From an optimization exercise on the open Yosys and OpenROAD flow, aimed at small area; shortcuts taken in it are not production practice. The RTL was checked by simulation tests, not by an equivalence proof against the original design. Power and IR drop assume default switching activity.

### flow/design.v
module router_fifo(clk,resetn,soft_reset,write_enb_next,read_enb,d_in,empty,d_out,full);
	input clk,resetn,soft_reset,read_enb,write_enb_next;
	input [7:0]d_in;
	output empty,full;
	output [7:0]d_out;
	reg [4:0]count;
	reg rd_q, wr_q, wr_n;
	reg [7:0] mem [15:0];
	integer i;
	assign full  = count[4];
	assign empty = (count==5'd0);
	wire rd = read_enb && !empty;
	wire inc = wr_q && !rd, dec = rd && !wr_q;
	wire [4:0] tog;
	assign tog[0] = inc || dec;
	assign tog[1] = (inc && count[0]) || (dec && !count[0]);
	assign tog[2] = (inc && &count[1:0]) || (dec && !(|count[1:0]));
	assign tog[3] = (inc && &count[2:0]) || (dec && !(|count[2:0]));
	assign tog[4] = (inc && &count[3:0]) || (dec && !(|count[3:0]));
	wire [4:0] count_next = (!resetn || soft_reset) ? 5'd0 : count^tog;
	wire wr_next = write_enb_next && !count_next[4];
	always@(posedge clk)
		begin
			mem[0]<=({8{wr_q}}&d_in)|({8{wr_n}}&mem[0]);
			for(i=1;i<16;i=i+1)
				mem[i]<=({8{wr_q}}&mem[i-1])|({8{wr_n}}&mem[i]);
		end
	always@(posedge clk)
		begin
			count<=count_next;
			wr_q<=wr_next;
			wr_n<=!wr_next;
			rd_q<=resetn && !soft_reset && rd;
		end
	assign d_out = rd_q ? mem[count[3:0]] : 8'b0;
endmodule
module router_fsm(clk,resetn,pkt_valid,d_in,fifo_full,empty_0,empty_1,
                  empty_2,soft_reset_0,soft_reset_1,soft_reset_2,parity_done,
                  low_pkt_valid,write_enb_reg,detect_add,ld_state,laf_state,lfd_state,
                  full_state,rst_int_reg,busy,write_enb_reg_next);
	input [1:0]d_in;
	input clk,resetn,pkt_valid,fifo_full,empty_0,empty_1,empty_2,soft_reset_0,
	      soft_reset_1,soft_reset_2,parity_done,low_pkt_valid;
	output write_enb_reg_next;
	output write_enb_reg,detect_add,ld_state,laf_state,lfd_state,full_state,rst_int_reg,busy;
	parameter DECODE_ADDRESS     = 3'b000,
	          LOAD_FIRST_DATA    = 3'b001,
	          WAIT_TILL_EMPTY    = 3'b010,
	          LOAD_DATA          = 3'b011,
	          LOAD_PARITY        = 3'b100,
	          FIFO_FULL_STATE    = 3'b101,
	          LOAD_AFTER_FULL    = 3'b110,
	          CHECK_PARITY_ERROR = 3'b111;
	reg [2:0]next_state,present_state;
	wire sel_empty = (d_in==2'd0) ? empty_0 :
	                 (d_in==2'd1) ? empty_1 :
	                 (d_in==2'd2) ? empty_2 : 1'b0;
	wire addr_ok = (d_in!=2'd3);
	wire sr_hit = (soft_reset_0 && d_in==2'd0) ||
	              (soft_reset_1 && d_in==2'd1) ||
	              (soft_reset_2 && d_in==2'd2);
	wire [2:0] state_d = (!resetn || sr_hit) ? DECODE_ADDRESS : next_state;
	always@(posedge clk)
		present_state <= state_d;
	assign write_enb_reg_next = (state_d == LOAD_DATA) ||
	                            (state_d == LOAD_AFTER_FULL) ||
	                            (state_d == LOAD_PARITY);
	always@(*)
		begin
			case(present_state)
				DECODE_ADDRESS :
					if(pkt_valid && addr_ok)
						next_state = sel_empty ? LOAD_FIRST_DATA : WAIT_TILL_EMPTY;
					else
						next_state = DECODE_ADDRESS;
				LOAD_FIRST_DATA :
					next_state = LOAD_DATA;
				WAIT_TILL_EMPTY :
					next_state = sel_empty ? LOAD_FIRST_DATA : WAIT_TILL_EMPTY;
				LOAD_DATA :
					if(fifo_full)
						next_state = FIFO_FULL_STATE;
					else if(!pkt_valid)
						next_state = LOAD_PARITY;
					else
						next_state = LOAD_DATA;
				LOAD_PARITY :
					next_state = CHECK_PARITY_ERROR;
				FIFO_FULL_STATE :
					next_state = fifo_full ? FIFO_FULL_STATE : LOAD_AFTER_FULL;
				LOAD_AFTER_FULL :
					if(parity_done)
						next_state = DECODE_ADDRESS;
					else if(low_pkt_valid)
						next_state = LOAD_PARITY;
					else
						next_state = LOAD_DATA;
				default :  
					next_state = fifo_full ? FIFO_FULL_STATE : DECODE_ADDRESS;
			endcase
		end
	assign detect_add    = (present_state == DECODE_ADDRESS);
	assign lfd_state     = (present_state == LOAD_FIRST_DATA);
	assign ld_state      = (present_state == LOAD_DATA);
	assign write_enb_reg = (present_state == LOAD_DATA) ||
	                       (present_state == LOAD_AFTER_FULL) ||
	                       (present_state == LOAD_PARITY);
	assign full_state    = (present_state == FIFO_FULL_STATE);
	assign laf_state     = (present_state == LOAD_AFTER_FULL);
	assign rst_int_reg   = (present_state == CHECK_PARITY_ERROR);
	assign busy          = !(detect_add || ld_state);
endmodule
module router_register(clk,resetn,pkt_valid,fifo_full,rst_int_reg,detect_add,
                       ld_state,laf_state,lfd_state,parity_done,
                       low_pkt_valid,error,d_out,d_in);
	input clk,resetn,pkt_valid,fifo_full,rst_int_reg,detect_add,
	      ld_state,laf_state,lfd_state;
	input [7:0]d_in;
	output reg parity_done,low_pkt_valid,error;
	output reg [7:0]d_out;
	reg [7:0]full_state_byte,internal_parity,packet_parity;
	wire ld_in = (detect_add && pkt_valid && d_in[1:0]!=2'b11) || (ld_state && !fifo_full);
	wire hold  = !ld_in && !laf_state;
	always@(posedge clk)
		d_out <= ({8{ld_in}} & d_in) | ({8{laf_state}} & full_state_byte) | ({8{hold}} & d_out);
	always@(posedge clk)
		if(ld_state && fifo_full)
			full_state_byte<=d_in;
	wire acc = detect_add || (pkt_valid && ld_state);
	always@(posedge clk)
		internal_parity <= ({8{!detect_add}} & internal_parity) ^ ({8{acc}} & d_in);
	always@(posedge clk)
		if(ld_state && !pkt_valid)
			packet_parity<=d_in;
	always@(posedge clk)
		begin
			if(!resetn)
				error<=1'b0;
			else if(parity_done)
				error<=(internal_parity!=packet_parity);
		end
	always@(posedge clk)
		begin
			if(!resetn)
				parity_done<=1'b0;
			else if(ld_state && !pkt_valid)
				parity_done<=1'b1;
			else if(laf_state && low_pkt_valid && !parity_done)
				parity_done<=1'b1;
			else if(detect_add)
				parity_done<=1'b0;
		end
	always@(posedge clk)
		begin
			if(!resetn)
				low_pkt_valid<=1'b0;
			else if(ld_state && !pkt_valid)
				low_pkt_valid<=1'b1;
			else if(rst_int_reg)
				low_pkt_valid<=1'b0;
		end
endmodule
module router_syn(clk,resetn,d_in,write_enb_reg,detect_add,vld_out_0,vld_out_1,vld_out_2,read_enb_0,read_enb_1,read_enb_2,write_enb,fifo_full,empty_0,empty_1,empty_2,soft_reset_0,soft_reset_1,soft_reset_2,full_0,full_1,full_2,write_enb_reg_next,write_enb_next);
	input clk,resetn,empty_0,empty_1,empty_2,full_0,full_1,full_2,detect_add,write_enb_reg,read_enb_0,read_enb_1,read_enb_2;
	input [1:0]d_in;
	output reg soft_reset_0,soft_reset_1,soft_reset_2;
	output fifo_full;
	output [2:0] write_enb;
	output vld_out_0,vld_out_1,vld_out_2;
	input write_enb_reg_next;
	output [2:0] write_enb_next;
	reg [1:0]temp;
	reg [4:0]count;
	assign vld_out_0 = ~empty_0;
	assign vld_out_1 = ~empty_1;
	assign vld_out_2 = ~empty_2;
	wire [1:0] temp_d = detect_add ? d_in : temp;
	always@(posedge clk)
		temp<=temp_d;
	assign write_enb_next[0] = write_enb_reg_next && (temp_d==2'b00);
	assign write_enb_next[1] = write_enb_reg_next && (temp_d==2'b01);
	assign write_enb_next[2] = write_enb_reg_next && (temp_d==2'b10);
	assign fifo_full = (temp==2'b00) ? full_0 :
	                   (temp==2'b01) ? full_1 :
	                   (temp==2'b10) ? full_2 : 1'b0;
	assign write_enb[0] = write_enb_reg && (temp==2'b00);
	assign write_enb[1] = write_enb_reg && (temp==2'b01);
	assign write_enb[2] = write_enb_reg && (temp==2'b10);
	wire any  = vld_out_0 || vld_out_1 || vld_out_2;
	wire rd   = vld_out_0 ? read_enb_0 : vld_out_1 ? read_enb_1 : read_enb_2;
	wire tick = any && !rd;
	wire hit  = tick && (count==5'd29);
	always@(posedge clk)
		begin
			if(!resetn || !tick || hit)
				count<=5'b0;
			else
				count<=count+5'b1;
		end
	always@(posedge clk)
		begin
			if(!resetn)
				begin
					soft_reset_0<=1'b0;
					soft_reset_1<=1'b0;
					soft_reset_2<=1'b0;
				end
			else
				begin
					soft_reset_0<=hit && vld_out_0;
					soft_reset_1<=hit && !vld_out_0 && vld_out_1;
					soft_reset_2<=hit && !vld_out_0 && !vld_out_1;
				end
		end
endmodule
module router_top(clk,resetn,read_enb_0,read_enb_1,read_enb_2,d_in,pkt_valid,
		d_out_0,d_out_1,d_out_2,vld_out_0,vld_out_1,vld_out_2,
		error,busy);
	input clk,resetn,read_enb_0,read_enb_1,read_enb_2,pkt_valid;
	input [7:0]d_in;
	output vld_out_0,vld_out_1,vld_out_2,error,busy;
	output [7:0]d_out_0,d_out_1,d_out_2;
	wire [2:0]write_enb, write_enb_next;
	wire [7:0]d_out;
	router_register register(clk,resetn,pkt_valid,fifo_full,rst_int_reg,detect_add,ld_state,laf_state,
				lfd_state,parity_done,low_pkt_valid,error,d_out,d_in);
	router_syn syn(clk,resetn,d_in[1:0],write_enb_reg,detect_add,vld_out_0,vld_out_1,vld_out_2,read_enb_0,read_enb_1,read_enb_2,
			write_enb,fifo_full,empty_0,empty_1,empty_2,soft_reset_0,soft_reset_1,soft_reset_2,full_0,full_1,full_2,write_enb_reg_next,write_enb_next);
	router_fsm fsm(clk,resetn,pkt_valid,d_in[1:0],fifo_full,empty_0,empty_1,empty_2,soft_reset_0,soft_reset_1,soft_reset_2,
			parity_done,low_pkt_valid,write_enb_reg,detect_add,ld_state,laf_state,lfd_state,full_state,rst_int_reg,busy,write_enb_reg_next);
	router_fifo fifo_0(clk,resetn,soft_reset_0,write_enb_next[0],read_enb_0,d_out,empty_0,d_out_0,full_0);
	router_fifo fifo_1(clk,resetn,soft_reset_1,write_enb_next[1],read_enb_1,d_out,empty_1,d_out_1,full_1);
	router_fifo fifo_2(clk,resetn,soft_reset_2,write_enb_next[2],read_enb_2,d_out,empty_2,d_out_2,full_2);
endmodule
### flow/flow/run.sh
#!/bin/bash
# Standard ORFS layout (the standard.sh) with three changes:
#  - synthesis is the standard synthesis script, with only the ABC
#    technology-mapping script replaced by an area-oriented one (registers,
#    their names and cell types are untouched: ABC maps combinational logic);
#  - clock tree synthesis without dummy loads;
#  - the port buffers use the smallest buffer cell.
set -euo pipefail
WORK=$(pwd)
FLOWDIR=$WORK/flow
cat > $WORK/my_synth.tcl <<EOT
proc abc {args} {
  set i [lsearch \$args -script]
  if {\$i >= 0} { lset args [expr {\$i+1}] $FLOWDIR/abc_area.script }
  yosys abc {*}\$args
}
source $WORK/synth_recipe.tcl
EOT
bash $WORK/standard.sh SYNTH_SCRIPT=$WORK/my_synth.tcl \
  "CTS_ARGS=-sink_clustering_enable -repair_clock_nets -dont_use_dummy_load -sink_clustering_size 20 -sink_clustering_max_diameter 60 -buf_list sky130_fd_sc_hd__clkbuf_8" \
  "BUFFER_PORTS_ARGS=-buffer_cell sky130_fd_sc_hd__buf_1" \
  finish > $WORK/standard_flow.log 2>&1
### flow/flow/abc_area.script
strash
dch -f
map -a
mfs2 -a
&get -n
&st
&dch -f
&nf -a -R 1000
&put
topo
### flow/standard.sh
#!/bin/bash
# synth_recipe.tcl (not shown) runs the flow's synth.tcl, then flattens the netlist and writes it again
# the make line also repeats each setting of config.mk as NAME=value (left out here)
make -C /OpenROAD-flow-scripts/flow DESIGN_CONFIG=/design/flow/config.mk WORK_HOME=/design/flow/orfs CLKGATE_MAP_FILE= SYNTH_SCRIPT=/design/flow/synth_recipe.tcl "${@:-finish}"
### flow/config.mk
export PLATFORM = sky130hd
export DESIGN_NAME = router_top
export DESIGN_NICKNAME = router_top
export VERILOG_FILES = /design/flow/design.v
export SDC_FILE = /design/flow/constraint.sdc
export NUM_CORES = 4
export LEC_CHECK = 0
export CAP_MARGIN = 20
export CORE_MARGIN = 2
export CORE_UTILIZATION = 80
export PLACE_DENSITY = 0.86
export SLEW_MARGIN = 20
### flow/constraint.sdc
create_clock -name core_clock -period 5.0 [get_ports {clk}]
set_input_delay 1.0000 -clock core_clock [delete_from_list [all_inputs] [get_ports {clk}]]
set_output_delay 1.0000 -clock core_clock [all_outputs]
set_load 0.01 [all_outputs]
==> summary.md <==
| Metric | Value |
|---|---|
| Status | complete, no violations |
| Layout overhead on the synthesized area | 6.521% |
| Sink Count | 456 |
| Share of cells above drive strength 1 | 3.752% |
| Clock latency of the later-clocked register in the worst-skew pair | 0.60 ns |
| Number of flops mapped to enable cells by yosys | 16 |
| Die extent in x | 145.8 um |
| Detailed Route WL | 39.12 mm |
| Global Route Usage Sum | 35.63% |
| Nets | 1,490 |
| Number of clock buffers inserted by TritonCTS | 27 |
| Cell count after synthesis | 1,378 |
| Sum of negative setup slack | 0 ns |
| Final cell area excluding filler cells | 17,130 sq um |
| Setup crit start kind | flop |
| Transition at the pin with the smallest max-transition slack | 1.176 ns |
| Achievable frequency | 236.4 MHz |
| Dpl ws | 1.495 ns |
| Die Ht | 145.8 um |
| RSZ-0062 raised after global routing | false |
| Synthesis warning total | 25 |
| Area of the multi-input gates | 6720 sq um |
| ANT nets after route | 0 |
| Post-synthesis net count | 1,400 |
| Area of the core | 19,590 sq um |
| Clk pin slew, worst setup/hold paths | 0.12 ns |
| HPWL after DPL | 24.42 mm |
| CP Max Fanout | 10 |
| FFs w/ async S/R, synth | 0% |
| Post-synth top area share | 54.78% |
| Number of levels in the clock H-tree | 1 |
| Violation count after the first detailed-routing iteration | 1,832 |
| TritonCTS clock tree | yes |
| Count of buffers from port buffering | 42 |
| Setup crit end kind | output port |
| Initial antenna violation count | 1 |
| Final worst slack | 0.7701 ns |
| Final routed wire length divided by cell count | 22.58 um |
| Critical path class | reg2out |
| Pwr/cell area | 462.8 nW/um^2 |
| Die Area | 21,250 sq um |
| Placed cell area | 16,740 sq um |
| Worst IR Drop VDD | 390.1 uV |
| Placed instance count | 1,704 |
| Residual DRC count | 0 |
| Final hold violation count | 0 |
| Global placement routability congestion | 0.9032 |
| Max cap viols | 0 |
| Fin crit period | 4.230 ns |
| P_leak | 0.006261 uW |
| Wire length of the first global-routing pass | 62.87 mm |
| Mean instance size in the synthesized netlist | 11.67 sq um |
| Worst-case clock skew | 0.05894 ns |
| I/O pins | 43 |
| Count of fill cells added during filler insertion | 1,009 |
| Non-Filler Instances | 1,732 |
| Max_slew headroom | 20.99% |
| Row count | 51 |
| Count of cell types in the netlist | 38 |
| Count of final setup violators | 0 |
| Starting Density | 82.08% |
| Final cycle utilization of the critical path | 84.60% |
| Pin count of the biggest net entering global routing | 130 |
| Root buf cell | sky130_fd_sc_hd__clkbuf_8 |
| Post-CTS setup buffer count | 0 |
| Min-Delay Path Class | reg2reg |
| Number of optimization iterations in the first detailed-route pass | 9 |
| Clock tree buffer depth | 3 |
| CP Data Arrival Time | 3.23 ns |
| Hold_buf cts | 0 |
| Total grt overflow | 0 |
| Commonest register cell after synthesis | sky130_fd_sc_hd__dfxtp_1 |
| Via count of the first global-routing pass | 12,183 |
| Synth Cell Area | 16,080 sq um |
| Total via count in the routed design | 12,828 |
| Sequential share of the synthesized area | 57.77% |
| Worst hold slack | 0.4239 ns |
| Cell types with the largest area share after synthesis | sky130_fd_sc_hd__dfxtp_1 55%, sky130_fd_sc_hd__a22o_1 22%, sky130_fd_sc_hd__a222oi_1 4.2% |
| Detailed-route vias per instance | 7.406 |
| Data required, critical path | 4.00 ns |
| Number of gates resized after CTS | 0 |
| Seq. cell area | 9311 sq um |
| Total of flip-flops plus latches after synthesis | 456 |
| Post-synth top area cell | sky130_fd_sc_hd__dfxtp_1 |
| Number of slew-limit violations in the final report | 0 |
-- critical path, cell delays in order, from the launching register on --
cell                       delay (ns)
sky130_fd_sc_hd__dfxtp_1         0.56
sky130_fd_sc_hd__nand2b_1        0.17
sky130_fd_sc_hd__nor3_1          0.92
sky130_fd_sc_hd__a222oi_1        0.26
sky130_fd_sc_hd__and4_1          0.32
sky130_fd_sc_hd__a31oi_1         0.22
sky130_fd_sc_hd__buf_1           0.18
-- state kept, by name (all words and copies together) (netlist names), 2 cells and up --
register,cells
fsm.present_state,3
syn.count,5
register.d_out,8
syn.temp,2
fifo_0.mem,128
fifo_0.count,5
fifo_2.mem,128
fifo_1.mem,128
fifo_2.count,5
fifo_1.count,5
register.packet_parity,8
register.internal_parity,8
register.full_state_byte,8
-- stage by stage --
stage / utilization [%] / total power [uW]
2_1_floorplan: - / 5653
5_1_grt: 87.42 / 8243
4_1_cts: 87.35 / 7853
6_report: 87.43 / 7927
3_3_place_gp: 85.45 / 6296
3_5_place_dp: 85.45 / 6381
-- kinds of logic after synthesis --
kind of cell | count (synthesis) | share of synthesized area (%)
AO/OA/AOI/OAI | 617 | 32.38
buffers and inverters | 23 | 0.5369
XOR/XNOR | 26 | 1.416
flip-flops | 456 | 57.77
AND/OR/NAND/NOR | 245 | 7.089
adder cells (fa/ha/maj) | 8 | 0.6225
multiplexers | 3 | 0.1868
-- cell type report --
cell class,instances,area share (%)
flip-flops and latches,456,54.36
multi-input cells,899,39.24
clock buffers,27,2.170
well taps,265,1.936
repair buffers,61,1.775
inverters,23,0.5041
diodes,1,0.01461
-- final timing paths --
path | from | endpoint | slack (ns) | cells after the start
min reg2reg | register.full_state_byte[3] | register.d_out[3] | 0.42 | 2
min | register.full_state_byte[3] | register.d_out[3] | 0.42 | 2
max reg2reg | fifo_1.count[0] | fifo_1.wr_n | 1.88 | 10
max | fifo_0.count[1] | d_out_0[6] | 0.77 | 6
-- cells in the final DEF (no fill, tap or decap), types with 10 or more instances in the layout --
master                     Yosys  final
sky130_fd_sc_hd__a222oi_1     68     68
sky130_fd_sc_hd__nor3_1       22     20
sky130_fd_sc_hd__o21a_1       12     12
sky130_fd_sc_hd__clkbuf_8      0     27
sky130_fd_sc_hd__buf_1         0     42
sky130_fd_sc_hd__dfxtp_1     440    434
sky130_fd_sc_hd__clkinv_1     23     23
sky130_fd_sc_hd__nand2_1      85     85
sky130_fd_sc_hd__a22o_1      395    395
sky130_fd_sc_hd__nor2_1       60     60
sky130_fd_sc_hd__nand4_1      10     10
sky130_fd_sc_hd__a31oi_1      12     12
sky130_fd_sc_hd__a21oi_1      32     32
sky130_fd_sc_hd__edfxtp_1     16     16
sky130_fd_sc_hd__a221oi_1     13     13
sky130_fd_sc_hd__xor2_1       19     19
sky130_fd_sc_hd__nand2b_1     17     17
sky130_fd_sc_hd__nand3_1      25     25
sky130_fd_sc_hd__a22oi_1      64     64
sky130_fd_sc_hd__buf_4         0     18
-- metal layers --
metal	share of wire [%]	vias up	wire length, um	GRT usage, %
li1	-	5805	-	-
met1	41	6233	15890	49.00
met2	47	675	18520	57.12
met3	8.6	115	3346	5.204
met4	3.5	0	1354	14.66
met5	0	-	0	0
-- report_power, final --
group / internal (uW) / switching [uW]
Combinational: 630 / 1160
Clock: 486 / 1040
Sequential: 4050 / 563
-- cells in the mapped netlist (4+ instances only) --
cell type,number
sky130_fd_sc_hd__a21oi_1,32
sky130_fd_sc_hd__a221oi_1,13
sky130_fd_sc_hd__a222oi_1,68
sky130_fd_sc_hd__a22o_1,395
sky130_fd_sc_hd__a22oi_1,64
sky130_fd_sc_hd__a31oi_1,12
sky130_fd_sc_hd__a41oi_1,4
sky130_fd_sc_hd__and3_1,6
sky130_fd_sc_hd__and4_1,8
sky130_fd_sc_hd__clkinv_1,23
sky130_fd_sc_hd__dfxtp_1,440
sky130_fd_sc_hd__edfxtp_1,16
sky130_fd_sc_hd__ha_1,8
sky130_fd_sc_hd__nand2_1,85
sky130_fd_sc_hd__nand2b_1,17
sky130_fd_sc_hd__nand3_1,25
sky130_fd_sc_hd__nand4_1,10
sky130_fd_sc_hd__nor2_1,60
sky130_fd_sc_hd__nor3_1,22
sky130_fd_sc_hd__o21a_1,12
sky130_fd_sc_hd__o21ai_0,8
sky130_fd_sc_hd__xnor2_1,7
sky130_fd_sc_hd__xor2_1,19

==> static timing again, ports no longer ideal <==
How much do the figures lean on ideal ports? The routed layout below was timed once more, with nothing changed but the port constraints. Step 1 sets driving cells, clkbuf_16 on the clock port and buf_2 on the other inputs (assumed; they add their load-dependent delay and slew). Step 2 adds t to the input delays and takes it off the output delays; t is the mean of the earliest and latest rising clock arrival at the registers after step 1. Input paths then give back, and output paths get back, about the clock's delay inside the block. Slacks: ideal ports / drivers / drivers and shift; pairs: ideal ports / drivers.
shift t [ns]: 0.621
setup slack, ns: 0.770 / 0.722 / 1.343
worst hold slack (ns): 0.424 / 0.424 / 0.424
slew at the worst register clock pin (ns): 0.12 / 0.12
pins driven straight from the clock port: 1
After both steps this run still meets setup and hold. The setup slack of this run moves by -0.048 ns with the drivers and by +0.573 ns with both steps.
